Context: an optimization exercise on an open-source flow, tuned for small area. The choices shown serve that exercise and are no tape-out recipe.
The RTL was checked by simulation tests, not by an equivalence proof against the original design.
The clock port is modelled as an ideal driver; clocking choices that lean on that would not hold on a real chip.

Setup of build 59:
// watch
module watch
(
	input mclk,
	input b0,
	input b1,
	input b2,
	input reset,
	output [6:0] segMin1,
	output [6:0] segMin2,
	output [6:0] segSec1,
	output [6:0] segSec2,
	output [6:0] segmil1,
	output [6:0] segmil2,
	output [3:0] led
);
Size: about 340 cells after synthesis, ~51 I/O pins, roughly 3100 µm² of cells after synthesis.
clock: 12.0 ns
lec_check: 0
cap_margin: 20
core_margin: 2
core_utilization: 40
slew_margin: 20
standard.sh (not shown) runs the stock make flow with config.mk's settings and CLKGATE_MAP_FILE= SYNTH_SCRIPT=/design/flow/synth_recipe.tcl, a recipe that flattens the netlist after the stock synthesis.
==> flow/flow/run.sh <==
#!/bin/bash
# The standard layout, with these changes:
#  - the combinational logic of the standard synthesis is mapped again by ABC
#    for area (the standard synthesis maps it for delay at a 12 ps target),
#    with several ABC runs (in two rounds) of which the smallest result is
#    kept; every flip-flop of the standard synthesis is kept as it is, by
#    name and cell type;
#  - the smallest buffer (buf_1) on every input and output port;
#  - a clock tree of clkbuf_4 cells without dummy loads.
set -euo pipefail
PORTBUF="BUFFER_PORTS_ARGS=-buffer_cell sky130_fd_sc_hd__buf_1"
CTS="CTS_ARGS=-sink_clustering_enable -repair_clock_nets -dont_use_dummy_load -buf_list sky130_fd_sc_hd__clkbuf_4 -sink_clustering_size 8 -sink_clustering_buffer sky130_fd_sc_hd__clkbuf_8"
R=orfs/results/sky130hd/watch/base
LIB=$FLOW_HOME/platforms/sky130hd/lib/sky130_fd_sc_hd__tt_025C_1v80.lib

bash standard.sh "$PORTBUF" synth > standard_synth.log 2>&1

python3 flow/mkmodels.py $LIB cells_comb.v dont_use.txt > mkmodels.log 2>&1
cp $R/1_2_yosys.v 1_2_yosys_standard.v

remap() {  # remap NAME ABC-SCRIPT INPUT-NETLIST
  cat > remap_$1.ys <<EOS
read_verilog cells_comb.v
read_liberty -lib -ignore_redef $LIB
read_verilog $3
hierarchy -top $FLOW_TOP
flatten
opt_clean -purge
techmap
opt -fast
abc -script $2 -liberty $LIB $(cat dont_use.txt)
opt_clean -purge
stat -liberty $LIB
write_verilog -noattr -noexpr remap_$1.v
EOS
  yosys -l remap_$1.log -s remap_$1.ys > /dev/null 2>&1 || true
}

pick() {  # pick PREFIX: the smallest remap_PREFIX*.v so far
  best=""; bestarea=""
  for log in remap_$1*.log; do
    n=${log#remap_}; n=${n%.log}
    a=$(grep "Chip area" $log | tail -1 | awk '{print $NF}')
    [[ -n "$a" && -s remap_$n.v ]] || continue
    echo "$n $a" >> remap_areas.txt
    if [[ -z "$best" ]] || python3 -c "import sys; sys.exit(0 if $a < $bestarea else 1)"; then best=$n; bestarea=$a; fi
  done
}

# round 1: from the standard synthesis
printf 'strash\ndch -f\namap\n' > abc_amap.script
remap r1amap abc_amap.script 1_2_yosys_standard.v &
for S in 1 2 3 4 5 6 7 8 9 10 11; do
  printf 'strash\n&get -n\n&deepsyn -T 40 -S %d\n&put\nstrash\ndc2\ndch -f\namap\n' $S > abc_deep$S.script
  remap r1deep$S abc_deep$S.script 1_2_yosys_standard.v &
  if (( S % 4 == 3 )); then wait; fi
done
wait
pick r1
echo "round 1: $best $bestarea" >> remap_areas.txt
cp remap_$best.v round1_best.v

# round 2: again from the best of round 1
for S in 1 2 3 4; do
  remap r2deep$S abc_deep$S.script round1_best.v &
done
wait
pick r
echo "chosen: $best $bestarea" >> remap_areas.txt
cp remap_$best.v $R/1_2_yosys.v
touch $R/1_2_yosys.v

bash standard.sh "$PORTBUF" "$CTS" finish > standard_finish.log 2>&1
Other scripts of this flow, unchanged in this note and not shown: flow/flow/mkmodels.py
Build 59 completed; timing, DRC and antenna clean
For trial 15, these inputs were changed with respect to build 59:
diff --git a/flow/flow/run.sh b/flow/flow/run.sh
--- a/flow/flow/run.sh
+++ b/flow/flow/run.sh
@@ -7,8 +7,10 @@
 #    name and cell type;
 #  - the smallest buffer (buf_1) on every input and output port;
-#  - a clock tree of clkbuf_4 cells without dummy loads.
+#  - a clock tree of clkbuf_4 cells without dummy loads, where a buffer whose
+#    flip-flops would see a slow clock edge becomes a clkbuf_8 (clk_fix.tcl).
 set -euo pipefail
 PORTBUF="BUFFER_PORTS_ARGS=-buffer_cell sky130_fd_sc_hd__buf_1"
-CTS="CTS_ARGS=-sink_clustering_enable -repair_clock_nets -dont_use_dummy_load -buf_list sky130_fd_sc_hd__clkbuf_4 -sink_clustering_size 8 -sink_clustering_buffer sky130_fd_sc_hd__clkbuf_8"
+CTS="CTS_ARGS=-sink_clustering_enable -repair_clock_nets -dont_use_dummy_load -buf_list sky130_fd_sc_hd__clkbuf_4 -sink_clustering_size 8"
+CLKFIX="POST_CTS_TCL=$PWD/flow/clk_fix.tcl"
 R=orfs/results/sky130hd/watch/base
 LIB=$FLOW_HOME/platforms/sky130hd/lib/sky130_fd_sc_hd__tt_025C_1v80.lib
@@ -71,3 +73,3 @@
 touch $R/1_2_yosys.v
 
-bash standard.sh "$PORTBUF" "$CTS" finish > standard_finish.log 2>&1
+bash standard.sh "$PORTBUF" "$CTS" "$CLKFIX" finish > standard_finish.log 2>&1
==> flow/flow/clk_fix.tcl (new file) <==
estimate_parasitics -placement
set fixed 0
foreach inst [get_cells clkbuf_*] {
  if { [get_property $inst ref_name] ne "sky130_fd_sc_hd__clkbuf_4" } { continue }
  set net [get_nets -of_objects [get_pins [get_name $inst]/X]]
  set mx 0
  foreach p [get_pins -of_objects $net -filter "direction==input"] {
    set s [get_property $p slew_max]
    if { $s > $mx } { set mx $s }
  }
  puts "clk_fix: [get_name $inst] max sink slew $mx"
  if { $mx > 0.112 } {
    replace_cell $inst sky130_fd_sc_hd__clkbuf_8
    incr fixed
  }
}
puts "clk_fix: upsized $fixed clock buffers"
if { $fixed > 0 } {
  detailed_placement
  check_placement -verbose
  estimate_parasitics -placement
}
Between trial 15 and build 59, it is trial 15 whose core utilization of the finished layout is higher, by 0.16 points.
As far as number of max-slew violations in the final report goes, trial 15 and build 59 are indistinguishable; the numbers are identical.
Side by side, period utilization turned out lower in trial 15 than in build 59.

afterwards: timing with drivers on the ports:
The flow's constraints put no driver on any port. The routed layouts listed below were extracted and timed again, unchanged, in two steps.
Step 1 sets driving cells, clkbuf_16 on the clock port and buf_2 on the other inputs (assumed; they add their load-dependent delay and slew).
Step 2, shift: input delay + t, output delay - t, t = (earliest + latest rising clock arrival at the registers) / 2. This alone moves slack from input paths to output paths.
Three values: ideal, step 1, step 2; two values: the first two.
| run | shift t [ns] | setup slack, ns | worst setup path at the end |
|---|---|---|---|
| build 59 | 0.428 | 5.843 / 5.817 / 6.245 | register to output |
| trial 15 | 0.362 | 5.888 / 5.859 / 6.221 | register to output |
After both steps every run listed still meets setup and hold.
